Context: an optimization exercise on an open-source flow, tuned for small area. The choices shown serve that exercise and are no tape-out recipe.
RTL that was checked went through simulation tests only; none was proved equivalent to the original.
Power is estimated from default activity; no workload was simulated.

exp/tundra:
==> flow/design.v <==
module jpc_regfile (
    input  wire                          clk,
    input  wire                          rst,
    input  wire                          r1_idx_op_I,
    input  wire [4:0]                    r1_idx_I,
    input  wire                          r1_idx_valid_I,
    output wire                          r1_idx_ready_O,
    input  wire                          r1_rdata_ready_I,
    output wire [32-1:0] r1_rdata_O,
    output wire                          r1_rdata_valid_O,
    output wire                          r1_wdata_ready_O,
    input  wire [32-1:0] r1_wdata_I,
    input  wire                          r1_wdata_valid_I
);
    localparam W = 32;
    reg rdy, pr, pw, rv;
    wire acc     = rdy & r1_idx_valid_I;
    wire rd_fire = ((acc & ~r1_idx_op_I) | pr) & r1_rdata_ready_I;
    wire wr_fire = ((acc &  r1_idx_op_I) | pw) & r1_wdata_valid_I;
    always @(posedge clk or posedge rst) begin
        if (rst) begin
            rdy <= 1'b1;
            pr  <= 1'b0;
            pw  <= 1'b0;
            rv  <= 1'b0;
        end else begin
            rdy <= (rdy & ~r1_idx_valid_I) | (~rdy & ~pr & ~pw);
            pr  <= ((acc & ~r1_idx_op_I) | pr) & ~r1_rdata_ready_I;
            pw  <= ((acc &  r1_idx_op_I) | pw) & ~r1_wdata_valid_I;
            rv  <= rd_fire;
        end
    end
    assign r1_idx_ready_O   = rdy;
    assign r1_rdata_valid_O = rv;
    assign r1_wdata_ready_O = 1'b1;
    reg [4:0] tc;        
    always @(posedge clk or posedge rst) begin
        if (rst)               tc <= 5'd0;
        else if (tc == 5'd30)  tc <= 5'd0;
        else                   tc <= tc + 5'd1;
    end
    wire [5:0] psum  = r1_idx_I + tc;
    wire [5:0] psum1 = r1_idx_I + tc + 6'd1;
    wire [4:0] pos_next = psum1[5] ? psum1[4:0] : psum[4:0];
    wire       wr_reg = wr_fire & (r1_idx_I != 5'd0);   
    wire [4:0] pos1 = (pos_next == 5'd30) ? 5'd0 : pos_next + 5'd1;
    reg        ins1;       
    reg        ins2a;      
    reg        ins2;       
    reg  [3:0] ins_k;      
    reg        ins_pol;    
    always @(posedge clk or posedge rst) begin
        if (rst) begin
            ins1  <= 1'b0;
            ins2a <= 1'b0;
            ins2  <= 1'b0;
        end else begin
            ins1  <= wr_reg & ~pos1[0];
            ins2a <= wr_reg &  pos1[0];
            ins2  <= ins2a;
        end
    end
    always @(posedge clk) begin
        if (wr_reg) begin
            ins_k   <= pos1[0] ? pos1[4:1] + 4'd1 : pos1[4:1];
            ins_pol <= ~pos1[1];    
        end
    end
    wire         done = ~rdy & ~pr & ~pw;
    reg  [W-1:0] wbuf;
    wire [W-1:0] wbuf_nxt;
    jpc_regfile_ldrow #(.W(W)) u_wbuf (
        .q(wbuf), .ld(~done), .keep(done), .col(~r1_wdata_I), .d(wbuf_nxt));
    always @(posedge clk) wbuf <= wbuf_nxt;
    wire         wany = ins1 | ins2;
    wire [W-1:0] col  = wbuf ^ {W{ins_pol}};
    reg  [W-1:0] ring [0:30];
    wire [15:0]  ld;
    wire [15:0]  keep;
    genvar p;
    generate
        for (p = 0; p < 31; p = p + 1) begin : g_pos
            if (p % 2 == 1) begin : g_copy
                always @(posedge clk)
                    ring[p] <= ring[p-1];
            end else begin : g_load
                assign ld[p/2]   = wany & (ins_k == p/2);
                assign keep[p/2] = ~ld[p/2];
                wire [W-1:0] nxt;
                jpc_regfile_ldrow #(.W(W)) u_ld (
                    .q(ring[(p + 30) % 31]), .ld(ld[p/2]), .keep(keep[p/2]),
                    .col(col), .d(nxt));
                always @(posedge clk)
                    ring[p] <= nxt;
            end
        end
    endgenerate
    reg  [31:1] valid;
    genvar i;
    generate
        for (i = 1; i < 32; i = i + 1) begin : g_valid
            always @(posedge clk or posedge rst) begin
                if (rst)                              valid[i] <= 1'b0;
                else if (wr_fire && r1_idx_I == i)    valid[i] <= 1'b1;
            end
        end
    endgenerate
    wire        wvalid = (r1_idx_I != 5'd0) & valid[r1_idx_I];
    reg  [7:0]  rhi;
    reg  [3:0]  rlo;
    reg         rneg;
    integer j;
    always @(posedge clk) begin
        for (j = 0; j < 8; j = j + 1)
            rhi[j] <= wvalid & (pos_next[4:2] == j);
        for (j = 0; j < 4; j = j + 1)
            rlo[j] <= (pos_next[1:0] == j);
        rneg <= wvalid & pos_next[1];
    end
    wire [30:0] sel;
    wire [W-1:0] rsel;
    generate
        for (p = 0; p < 31; p = p + 1) begin : g_sel
            assign sel[p] = rhi[p/4] & rlo[p%4];
        end
        for (i = 0; i < W; i = i + 1) begin : g_rbit
            wire [30:0] col_bits;
            for (p = 0; p < 31; p = p + 1) begin : g_r
                assign col_bits[p] = ring[p][i];
            end
            jpc_regfile_rdbit u_rd (.d(col_bits), .sel(sel), .q(rsel[i]));
        end
    endgenerate
    assign r1_rdata_O = rsel ^ {W{rneg}};
endmodule
module jpc_regfile_ldrow #(parameter W = 32) (
    input  wire [W-1:0] q,
    input  wire         ld,
    input  wire         keep,
    input  wire [W-1:0] col,
    output wire [W-1:0] d
);
    assign d = ~((q | {W{ld}}) & (col | {W{keep}}));
endmodule
module jpc_regfile_rdbit (
    input  wire [30:0] d,
    input  wire [30:0] sel,
    output wire        q
);
    wire [10:0] t;
    genvar g;
    generate
        for (g = 0; g < 10; g = g + 1) begin : g_grp
            jpc_regfile_aoi3 u_aoi (
                .d(d[3*g+2:3*g]), .s(sel[3*g+2:3*g]), .y(t[g]));
        end
    endgenerate
    assign t[10] = ~(d[30] & sel[30]);
    assign q = ~(&t);
endmodule
module jpc_regfile_aoi3 (
    input  wire [2:0] d,
    input  wire [2:0] s,
    output wire       y
);
    assign y = ~|(d & s);
endmodule
==> flow/config.mk <==
export PLATFORM = sky130hd
export DESIGN_NAME = jpc_regfile
export DESIGN_NICKNAME = jpc_regfile
export VERILOG_FILES = /design/flow/design.v
export SDC_FILE = /design/flow/constraint.sdc
export NUM_CORES = 4
export LEC_CHECK = 0
export CAP_MARGIN = 20
export CORE_MARGIN = 2
export CORE_UTILIZATION = 75
export SLEW_MARGIN = 20
export SYNTH_HIERARCHICAL = 1
export SYNTH_MINIMUM_KEEP_SIZE = 0
==> flow/constraint.sdc <==
create_clock -name core_clock -period 5.0 [get_ports {clk}]
set_input_delay 1.0000 -clock core_clock [delete_from_list [all_inputs] [get_ports {clk}]]
set_output_delay 1.0000 -clock core_clock [all_outputs]
set_load 0.01 [all_outputs]
standard.sh (not shown) runs the stock make flow with config.mk's settings and CLKGATE_MAP_FILE= SYNTH_SCRIPT=/design/flow/synth_recipe.tcl, a recipe that flattens the netlist after the stock synthesis.
==> flow/flow/run.sh <==
#!/bin/bash
# Layout: the standard ORFS flow (standard.sh, unchanged synthesis), with a
# clock tree built without dummy loads from one buffer type, and the smallest
# buffer on every port. Full tool output goes to standard.log here; ORFS's own
# per-step logs stay under orfs/logs/.
set -euo pipefail
CTS="-sink_clustering_enable -repair_clock_nets -dont_use_dummy_load -buf_list sky130_fd_sc_hd__clkbuf_4 -sink_clustering_size 10 -sink_clustering_max_diameter 50"
bash standard.sh "CTS_ARGS=$CTS" "BUFFER_PORTS_ARGS=-buffer_cell sky130_fd_sc_hd__buf_1" finish > standard.log 2>&1
Per the final summary, exp/tundra finished and its layout is clean on timing, DRC and antenna.
Input changes introduced in exp/xenon (baseline for comparison: exp/tundra):
- CORE_UTILIZATION: 75 -> 70
diff --git a/flow/flow/run.sh b/flow/flow/run.sh
--- a/flow/flow/run.sh
+++ b/flow/flow/run.sh
@@ -6,3 +6,3 @@
 set -euo pipefail
-CTS="-sink_clustering_enable -repair_clock_nets -dont_use_dummy_load -buf_list sky130_fd_sc_hd__clkbuf_4 -sink_clustering_size 10 -sink_clustering_max_diameter 50"
+CTS="-sink_clustering_enable -repair_clock_nets -dont_use_dummy_load -buf_list sky130_fd_sc_hd__clkbuf_8 -sink_clustering_size 18 -sink_clustering_max_diameter 60"
 bash standard.sh "CTS_ARGS=$CTS" "BUFFER_PORTS_ARGS=-buffer_cell sky130_fd_sc_hd__buf_1" finish > standard.log 2>&1
### Flow results
Going from exp/tundra to exp/xenon, the layout clock buffer count was found to have gone down by 48. The width of the die of exp/xenon is higher than that of exp/tundra. Switching share of power in exp/xenon vs exp/tundra: down 0.55 points. Delta (exp/xenon minus exp/tundra): number of optimization iterations in the first detailed-route pass down 5, met1 layer wirelength in the final routing +7.6%. Of exp/xenon and exp/tundra, it is exp/xenon that has the lower final period utilization. Per the comparison of exp/xenon with exp/tundra, total vias in the final route decreased about 1.5%, first-pass GRT wire length increased 1.0%, number of instances on the worst hold path decreased 2.
Modified inputs, exp/ember compared to exp/xenon
- swapping 70 for 75 in CORE_UTILIZATION
Results
For exp/xenon and exp/ember, there was not a single run that failed to finish clean. [compare] base=exp/xenon new=exp/ember: setup TNS after final layout saw little to no change, minimum period implied by the final worst setup slack went up, period utilization +0.42 points, placed cell count now sits lower.

========
Another version of the RTL of jpc_regfile (not shown whole).
Size in the first run: about 3000 cells after synthesis, roughly 1100 flip-flops, ~78 I/O pins, roughly 35000 um^2 of cells after synthesis.
// jpc_regfile
module jpc_regfile (
    input  wire                          clk,
    input  wire                          rst,
    input  wire                          r1_idx_op_I,
    input  wire [4:0]                    r1_idx_I,
    input  wire                          r1_idx_valid_I,
    output wire                          r1_idx_ready_O,
    input  wire                          r1_rdata_ready_I,
    output wire [32-1:0] r1_rdata_O,
    output wire                          r1_rdata_valid_O,
    output wire                          r1_wdata_ready_O,
    input  wire [32-1:0] r1_wdata_I,
    input  wire                          r1_wdata_valid_I
);
clock: 5.0 ns
lec_check: 0
cap_margin: 20
core_margin: 2
core_utilization: 60
slew_margin: 20
synth_hierarchical: 1
synth_minimum_keep_size: 0
==> flow/flow/run.sh <==
#!/bin/bash
# Layout: the standard ORFS flow (standard.sh, unchanged synthesis), with a
# clock tree built without dummy loads from one buffer type, and the smallest
# buffer on every port. Full tool output goes to standard.log here; ORFS's own
# per-step logs stay under orfs/logs/.
set -euo pipefail
CTS="-sink_clustering_enable -repair_clock_nets -dont_use_dummy_load -buf_list sky130_fd_sc_hd__clkbuf_8 -sink_clustering_size 16 -sink_clustering_max_diameter 45"
bash standard.sh "CTS_ARGS=$CTS" "BUFFER_PORTS_ARGS=-buffer_cell sky130_fd_sc_hd__buf_1" finish > standard.log 2>&1
The starting point completed without violations.
Rerun with:
--- a/flow/flow/run.sh
+++ b/flow/flow/run.sh
@@ -5,4 +5,4 @@
 # per-step logs stay under orfs/logs/.
 set -euo pipefail
-CTS="-sink_clustering_enable -repair_clock_nets -dont_use_dummy_load -buf_list sky130_fd_sc_hd__clkbuf_8 -sink_clustering_size 16 -sink_clustering_max_diameter 45"
+CTS="-sink_clustering_enable -repair_clock_nets -dont_use_dummy_load -buf_list sky130_fd_sc_hd__clkbuf_8 -sink_clustering_size 20 -sink_clustering_max_diameter 60"
 bash standard.sh "CTS_ARGS=$CTS" "BUFFER_PORTS_ARGS=-buffer_cell sky130_fd_sc_hd__buf_1" finish > standard.log 2>&1
Clock power shrinks by about 22%.
Via count goes down by 1.1%.
Clock skew drops by 0.045 ns.
Area after synthesis is unchanged.
Final cell count shrinks by 1.2%.
Register-to-register slack hardly moves.
Non-clock buffer count is unchanged.
Maximum frequency increases by about 3%.
Combinational power is about the same.
Wire length fell by 0.57%.
Power decreases by about 6%.
Rerun with:
--- a/flow/flow/run.sh
+++ b/flow/flow/run.sh
@@ -5,4 +5,4 @@
 # per-step logs stay under orfs/logs/.
 set -euo pipefail
-CTS="-sink_clustering_enable -repair_clock_nets -dont_use_dummy_load -buf_list sky130_fd_sc_hd__clkbuf_8 -sink_clustering_size 20 -sink_clustering_max_diameter 60"
+CTS="-sink_clustering_enable -repair_clock_nets -dont_use_dummy_load -buf_list sky130_fd_sc_hd__clkbuf_16 -sink_clustering_size 30 -sink_clustering_max_diameter 60"
 bash standard.sh "CTS_ARGS=$CTS" "BUFFER_PORTS_ARGS=-buffer_cell sky130_fd_sc_hd__buf_1" finish > standard.log 2>&1
--- a/flow/config.mk
+++ b/flow/config.mk
@@ -8,5 +8,5 @@
 export CAP_MARGIN = 20
 export CORE_MARGIN = 2
-export CORE_UTILIZATION = 60
+export CORE_UTILIZATION = 40
 export SLEW_MARGIN = 20
 export SYNTH_HIERARCHICAL = 1
=> Hold slack improves by 0.092 ns. Clock skew goes up by 0.026 ns. Flip-flop and latch count does not change. Global-route usage goes down by 11 points. Routed wire length goes up by a little under a tenth. Setup slack degrades by 0.082 ns. Register-to-register slack degrades by 0.06 ns. Via count goes up slightly. Final area goes up by a few percent.

========
Setup of the reference run:
Another version of the RTL of jpc_regfile (not shown whole).
Size: about 2600 cells after synthesis, roughly 1100 flip-flops, roughly 78 I/O pins, about 0.033 mm^2 of cells after synthesis.
export LEC_CHECK = 0
export CAP_MARGIN = 5
export CORE_MARGIN = 2
export CORE_UTILIZATION = 60
export SLEW_MARGIN = 5
export SYNTH_HIERARCHICAL = 1
export SYNTH_MINIMUM_KEEP_SIZE = 0
create_clock -name core_clock -period 5.0 [get_ports {clk}]
==> flow/flow/run.sh <==
#!/bin/bash
# Layout: the standard ORFS flow (standard.sh, unchanged synthesis), with a
# clock tree built without dummy loads from one buffer type, and the smallest
# buffer on every port. Full tool output goes to standard.log here; ORFS's own
# per-step logs stay under orfs/logs/.
set -euo pipefail
CTS="-sink_clustering_enable -repair_clock_nets -dont_use_dummy_load -buf_list sky130_fd_sc_hd__clkbuf_8 -sink_clustering_size 18 -sink_clustering_max_diameter 60"
bash standard.sh "CTS_ARGS=$CTS" "BUFFER_PORTS_ARGS=-buffer_cell sky130_fd_sc_hd__buf_1" finish > standard.log 2>&1
The reference run: PASS, flow complete, no timing, DRC or antenna violations
--- input diff the reference run..the trial run ---
Settings: swapping 5 for 20 in CAP_MARGIN; swapping 5 for 20 in SLEW_MARGIN.
Comparing the trial run with the reference run, the cell area after layout came out essentially unchanged. The reference run and the trial run ended up with roughly the same via count. The capturing element of the worst setup path comes out r1_rdata_O[7] in one run and r1_rdata_O[0] in the other, namely in the reference run and the trial run respectively. Re synthesized cell count: no difference whatsoever between the reference run and the trial run.
Function was not checked in any run of this note: the RTL went through the layout flow alone.

========
== red ==
Another version of the RTL of jpc_regfile (not shown whole).
For scale: ~2,600 cells after synthesis, roughly 1,100 flip-flops, about 33,000 sq um of cells after synthesis.
clock: 5.0 ns
lec_check: 0
cap_margin: 20
core_margin: 2
core_utilization: 60
gpl_timing_driven: 0
slew_margin: 20
synth_hierarchical: 1
synth_minimum_keep_size: 0
Scripts as last shown in full above: flow/flow/run.sh
Modified inputs, blue compared to red
- a deleted GPL_TIMING_DRIVEN that had been 0
==> comparison <==
blue reached the end of the flow, and the finished layout is clean on the timing, design-rule and antenna checks.
For the total wire length, blue came in about 3% lower than red did.
Looking only at placed wire-length estimate, and setting everything else aside, the lower value of red and blue goes to blue.
blue contains fewer vias than red.
For red, the classification of the worst-slack hold path was in2async, unlike blue, where it was reg2reg.
Core utilization of the finished layout (higher): red

========
Setup of job 101:
jpc_regfile, a different RTL version from the one above (not shown whole).
For scale: about 3700 cells after synthesis, about 1100 flip-flops, roughly 78 I/O pins.
==> flow/design.v (excerpt) <==
module jpc_regfile (
    input  wire                          clk,
    input  wire                          rst,
    input  wire                          r1_idx_op_I,
    input  wire [4:0]                    r1_idx_I,
    input  wire                          r1_idx_valid_I,
    output wire                          r1_idx_ready_O,
    input  wire                          r1_rdata_ready_I,
    output wire [32-1:0] r1_rdata_O,
    output wire                          r1_rdata_valid_O,
    output wire                          r1_wdata_ready_O,
    input  wire [32-1:0] r1_wdata_I,
    input  wire                          r1_wdata_valid_I
);
==> flow/config.mk <==
export PLATFORM = sky130hd
export DESIGN_NAME = jpc_regfile
export DESIGN_NICKNAME = jpc_regfile
export VERILOG_FILES = /design/flow/design.v
export SDC_FILE = /design/flow/constraint.sdc
export NUM_CORES = 4
export LEC_CHECK = 0
export CAP_MARGIN = 20
export CORE_MARGIN = 2
export CORE_UTILIZATION = 65
export CTS_BUF_LIST = sky130_fd_sc_hd__clkbuf_4 sky130_fd_sc_hd__clkbuf_8
export SLEW_MARGIN = 20
==> flow/constraint.sdc <==
create_clock -name core_clock -period 5.0 [get_ports {clk}]
set_input_delay 1.0000 -clock core_clock [delete_from_list [all_inputs] [get_ports {clk}]]
set_output_delay 1.0000 -clock core_clock [all_outputs]
set_load 0.01 [all_outputs]
run.sh (not shown) runs the stock make flow with config.mk's settings and CLKGATE_MAP_FILE= SYNTH_SCRIPT=/design/flow/synth_recipe.tcl, a recipe that flattens the netlist after the stock synthesis.
Stock flow here: none of the scripts above is used.
Job 101 closes out successfully: all stages finished, all timing, DRC and antenna checks passed.
Relative to job 101, the following input files were edited for job 102:
Settings: changing CORE_UTILIZATION from 65 to 40.
--- outcome ---
Share of total power in the clock network for job 102: 0.6 points up relative to job 101
Job 101 vs job 102, critical path's slowest cell: sky130_fd_sc_hd__nor3_1 vs sky130_fd_sc_hd__and2_1
Going from job 101 to job 102, critical path depth -2; worst clock skew +0.0050 ns.
No functional check of the RTL was part of any run of this note.

[static timing again, ports no longer ideal]
How much do the figures lean on ideal ports? The routed layouts below were timed once more, with nothing changed but the port constraints. Step 1 sets driving cells, clkbuf_16 on the clock port and buf_2 on the other inputs (assumed; they add their load-dependent delay and slew). Step 2 also shifts input and output timing later by t, the mid clock arrival at the registers, as if the neighbouring blocks saw the same clock. Slacks: ideal ports / drivers / drivers and shift; pairs: ideal ports / drivers.
run	t (ns)	setup WS [ns]	clock arrival spread, ns	worst register clock-pin slew, ns	worst slew at a driven data input, ns
exp/tundra	0.944	0.418 / 0.364 / 0.451	0.121 / 0.121	0.12 / 0.12	0.05
exp/xenon	0.732	0.648 / 0.588 / 0.310	0.072 / 0.071	0.11 / 0.11	0.04
exp/ember	0.732	0.626 / 0.566 / 0.432	0.098 / 0.099	0.11 / 0.11	0.05
the first run of note 2	0.761	1.444 / 1.477 / 0.715	0.124 / 0.125	0.10 / 0.10	0.05
the second run of note 2	0.792	1.542 / 1.574 / 0.782	0.064 / 0.064	0.12 / 0.12	0.04
the third run of note 2	0.696	1.460 / 1.500 / 0.804	0.090 / 0.090	0.11 / 0.11	0.05
the reference run	0.724	0.093 / 0.033 / 0.259	0.081 / 0.081	0.11 / 0.11	0.09
the trial run	0.727	0.099 / 0.038 / 0.255	0.082 / 0.082	0.11 / 0.11	0.09
red	0.752	0.235 / 0.176 / -0.054	0.056 / 0.056	0.12 / 0.12	0.04
blue	0.746	0.267 / 0.205 / 0.172	0.060 / 0.060	0.11 / 0.11	0.05
job 101	0.882	1.357 / 1.390 / 0.508	0.036 / 0.036	0.08 / 0.08	0.05
job 102	0.888	1.233 / 1.252 / 0.364	0.049 / 0.048	0.07 / 0.07	0.08
With both steps, setup timing fails in red, where it was met with ideal ports. The setup slack of job 102, which loses most, moves by +0.019 ns with the drivers and by -0.869 ns with both steps.
